Background: an optimization exercise with open tools, aiming at small area. Do not read the settings as production practice.
Power figures rest on the tool's default switching activity, not on a simulated workload.

== lane 1 ==
## IntMem
module IntMem (
            scan_en,
            aclk,
            areset_n,
            mem_type,
            remap,
            axi_awid,
            axi_awaddr,
            axi_awlen,
            axi_awsize,
            axi_awburst,
            axi_awlock,
            axi_awcache,
            axi_awprot,
            axi_awvalid,
            axi_awready,
            axi_wdata,
            axi_wstrb,
            axi_wlast,
            axi_wvalid,
            axi_wready,
            axi_bid,
            axi_bresp,
            axi_bvalid,
            axi_bready,
           axi_arid,      
           axi_araddr,       
           axi_arlen,     
           axi_arsize,    
           axi_arburst,   
           axi_arlock,    
           axi_arcache,   
           axi_arprot,    
           axi_arvalid,   
           axi_arready,
           axi_rid,
           axi_rdata,
           axi_rresp,
           axi_rlast,
           axi_rvalid,
           axi_rready,
           mem0_cs_n,
           mem0_wr_n,
           mem0_rd_n,
           mem0_wr_byte_en,
           mem0_addr,
           mem0_wr_addr,
           mem0_din,
           mem0_dout,
           mem1_cs_n,
           mem1_wr_n,
           mem1_rd_n,
           mem1_wr_byte_en,
           mem1_addr,
           mem1_wr_addr,
           mem1_din,
           mem1_dout,
           mem2_cs_n,
           mem2_wr_n,
           mem2_rd_n,
           mem2_wr_byte_en,
           mem2_addr,
           mem2_wr_addr,
           mem2_din,
           mem2_dout 
);
==> module IntMemAddrGen, before the edit <==
module IntMemAddrGen
  (
   ACLK,          
   ARESETn,       
   AxADDR,        
   AxSIZE,        
   AxBURST,       
   AxLEN,         
   AxID,          
   AxVALID,       
   AxREADY,       
   AddrOut,       
   AddrId,        
   AddrLast,      
   AddrValid,     
   DataLast,      
   xVALID,        
   xREADY,        
   AddrStart      
   );
  parameter	    ID_WIDTH   = 4;            
  parameter	    READ       = 0;
  localparam	    ID_MAX     = ID_WIDTH-1;
  input		          ACLK;
  input		          ARESETn;
  input [31:0]	    AxADDR;
  input [2:0]	      AxSIZE;
  input [1:0]	      AxBURST;
  input [7:0]	      AxLEN;
  input [ID_MAX:0]  AxID;
  input		          AxVALID;
  input		          AxREADY;
  output [31:0]	    AddrOut;
  output [ID_MAX:0] AddrId;
  output	          AddrLast;
  output	          AddrValid;
  output	          DataLast;
  input		          xVALID;
  input		          xREADY;
  output [31:16]    AddrStart;
  reg [31:0]	      AxADDRmuxr;    
  reg [19:16]	      AxADDRs;       
  reg [3:0]	        AxLENr;        
  reg [2:0]	        AxSIZEr;
  reg [1:0]	        AxBURSTr;
  reg [ID_MAX:0]    AxIDr;
  reg [7:0]	        AddrCountr;    
  reg 		          nlastr;        
  wire [19:0]       AxADDRinc;
  wire [7:0]	      AddrCount;
  wire validreq  = AxVALID & AxREADY;
  wire validresp = xVALID & xREADY;
  always @ (posedge ACLK)
    if (validreq) begin
      AxADDRs   <= AxADDR[19:16];
      AxLENr    <= AxLEN[3:0];
      AxSIZEr   <= AxSIZE;
      AxBURSTr  <= AxBURST;
    end
  assign AddrId  = validreq ? AxID : AxIDr;
  always @ (posedge ACLK or negedge ARESETn)
    if (!ARESETn)
      AxIDr   <= {ID_WIDTH{1'b0}};
    else
      AxIDr   <= AddrId;
  IntMemAdrNxt u_IntMemAdrNxt
    (.AddrIn  (AxADDRmuxr[19:0]),
     .AxLEN   (AxLENr),
     .AxSIZE  (AxSIZEr),
     .AxBURST (AxBURSTr),
     .AddrOut (AxADDRinc));
  assign AddrOut = validreq  ? AxADDR :
                   validresp ? {AxADDRmuxr[31:20], AxADDRinc} : AxADDRmuxr;
  always @ (posedge ACLK or negedge ARESETn)
    if (!ARESETn)
      AxADDRmuxr[31:20] <= 12'h000;
    else
      AxADDRmuxr[31:20] <= AddrOut[31:20];
  always @ (posedge ACLK or negedge ARESETn)
    if (!ARESETn)
      AxADDRmuxr[19:0] <= 20'h00000;
    else if (validreq | (validresp & ~DataLast))
      AxADDRmuxr[19:0] <= AddrOut[19:0];
  assign AddrStart = {AxADDRmuxr[31:20], AxADDRs};
  wire cnt_nz = (AddrCountr != 8'h0);
  assign AddrValid = validreq | (validresp & cnt_nz);
  assign AddrCount = validreq ? AxLEN : (AddrCountr - 8'h1);
  assign AddrLast  = (AddrCount == 8'h0) & AddrValid;
  always @ (posedge ACLK or negedge ARESETn)
    if (!ARESETn)
      AddrCountr <= 8'h0;
    else if (validreq | validresp)
      AddrCountr <= AddrCount;
  assign DataLast = validreq ? ((AxLEN == 8'h0) & validresp) : nlastr;
  wire data_next_last = READ ? (AddrCountr == 8'h1) : (AddrCount == 8'h1);
  always @ (posedge ACLK or negedge ARESETn)
    if (!ARESETn)
      nlastr <= 1'b1;
    else
      nlastr <= validresp ? data_next_last
                          : (validreq ? (AxLEN == 8'h0) : (!xVALID & nlastr));
endmodule
Settings: LEC_CHECK=0, CAP_MARGIN=20, CORE_AREA=10 10 530 530, DIE_AREA=0 0 540 540, SLEW_MARGIN=20; clock period 11.0 ns.
standard.sh (not shown) runs the stock make flow with config.mk's settings and CLKGATE_MAP_FILE= SYNTH_SCRIPT=/design/flow/synth_recipe.tcl, a recipe that flattens the netlist after the stock synthesis.
==> flow/flow/run.sh <==
#!/bin/bash
set -euo pipefail
export BUFFER_PORTS_ARGS="-buffer_cell sky130_fd_sc_hd__buf_1"
export CTS_ARGS="-sink_clustering_enable -repair_clock_nets -dont_use_dummy_load -sink_clustering_size 12 -sink_clustering_max_diameter 60 -buf_list {sky130_fd_sc_hd__clkbuf_8}"
bash standard.sh finish > standard_flow.log 2>&1
## Diff of input files: lane 2 against lane 1
--- a/flow/design.v
+++ b/flow/design.v
@@ -176,8 +176,6 @@
   assign AddrCount = validreq ? AxLEN : (AddrCountr - 8'h1);
   assign AddrLast  = (AddrCount == 8'h0) & AddrValid;
-  always @ (posedge ACLK or negedge ARESETn)
-    if (!ARESETn)
-      AddrCountr <= 8'h0;
-    else if (validreq | validresp)
+  always @ (posedge ACLK)
+    if (validreq | validresp)
       AddrCountr <= AddrCount;
   assign DataLast = validreq ? ((AxLEN == 8'h0) & validresp) : nlastr;
==> results.txt <==
[lane 2 vs lane 1] portion of the post-synthesis area used by sequential elements: higher in lane 2. Lane 2: share of async-settable or async-resettable flops after synthesis lower than lane 1. Looking at lane 1 and lane 2, the synthesized cell area is a wash. Lane 2 against lane 1: clock skew saw a decrease; non-clock buffer count shows an increase of 11; layout filler cell count barely changed; adder-cell share of the synthesized area stayed essentially flat; fraction of layout cells with a size suffix above 1 went up by 3.4 points. Any difference in core utilization between lane 1 and lane 2 is small enough to ignore. In lane 2 relative to lane 1, final-layout clock buffer total had gone down by a few percent. Portion of total power attributed to sequential cells is higher on lane 1.
No functional check of the RTL was part of any run of this note.

what the ideal ports hide:
Ports are ideal in the flow. The routed layouts listed here were re-timed in OpenROAD.
Step 1 (the two cells are an assumption about what drives the block):
set clk [get_ports {aclk}]
set_driving_cell -lib_cell sky130_fd_sc_hd__clkbuf_16 $clk
set_driving_cell -lib_cell sky130_fd_sc_hd__buf_2 [delete_from_list [all_inputs] $clk]
Step 2 times the ports against the registers' clock, not the clock port: input delays grow and output delays shrink by t, the midpoint of the rising clock arrivals with the driver on.
a / b / c = no drivers / after step 1 / after step 2; a / b = the first two.
run	shift t [ns]	slack for setup (ns)	hold slack, ns	worst setup path at the end
lane 1	0.742	0.551 / 0.480 / 1.222	0.461 / 0.461 / 0.461	register to output
lane 2	0.691	0.471 / 0.411 / 1.102	0.468 / 0.468 / 0.468	register to output
After both steps every run listed still meets setup and hold.
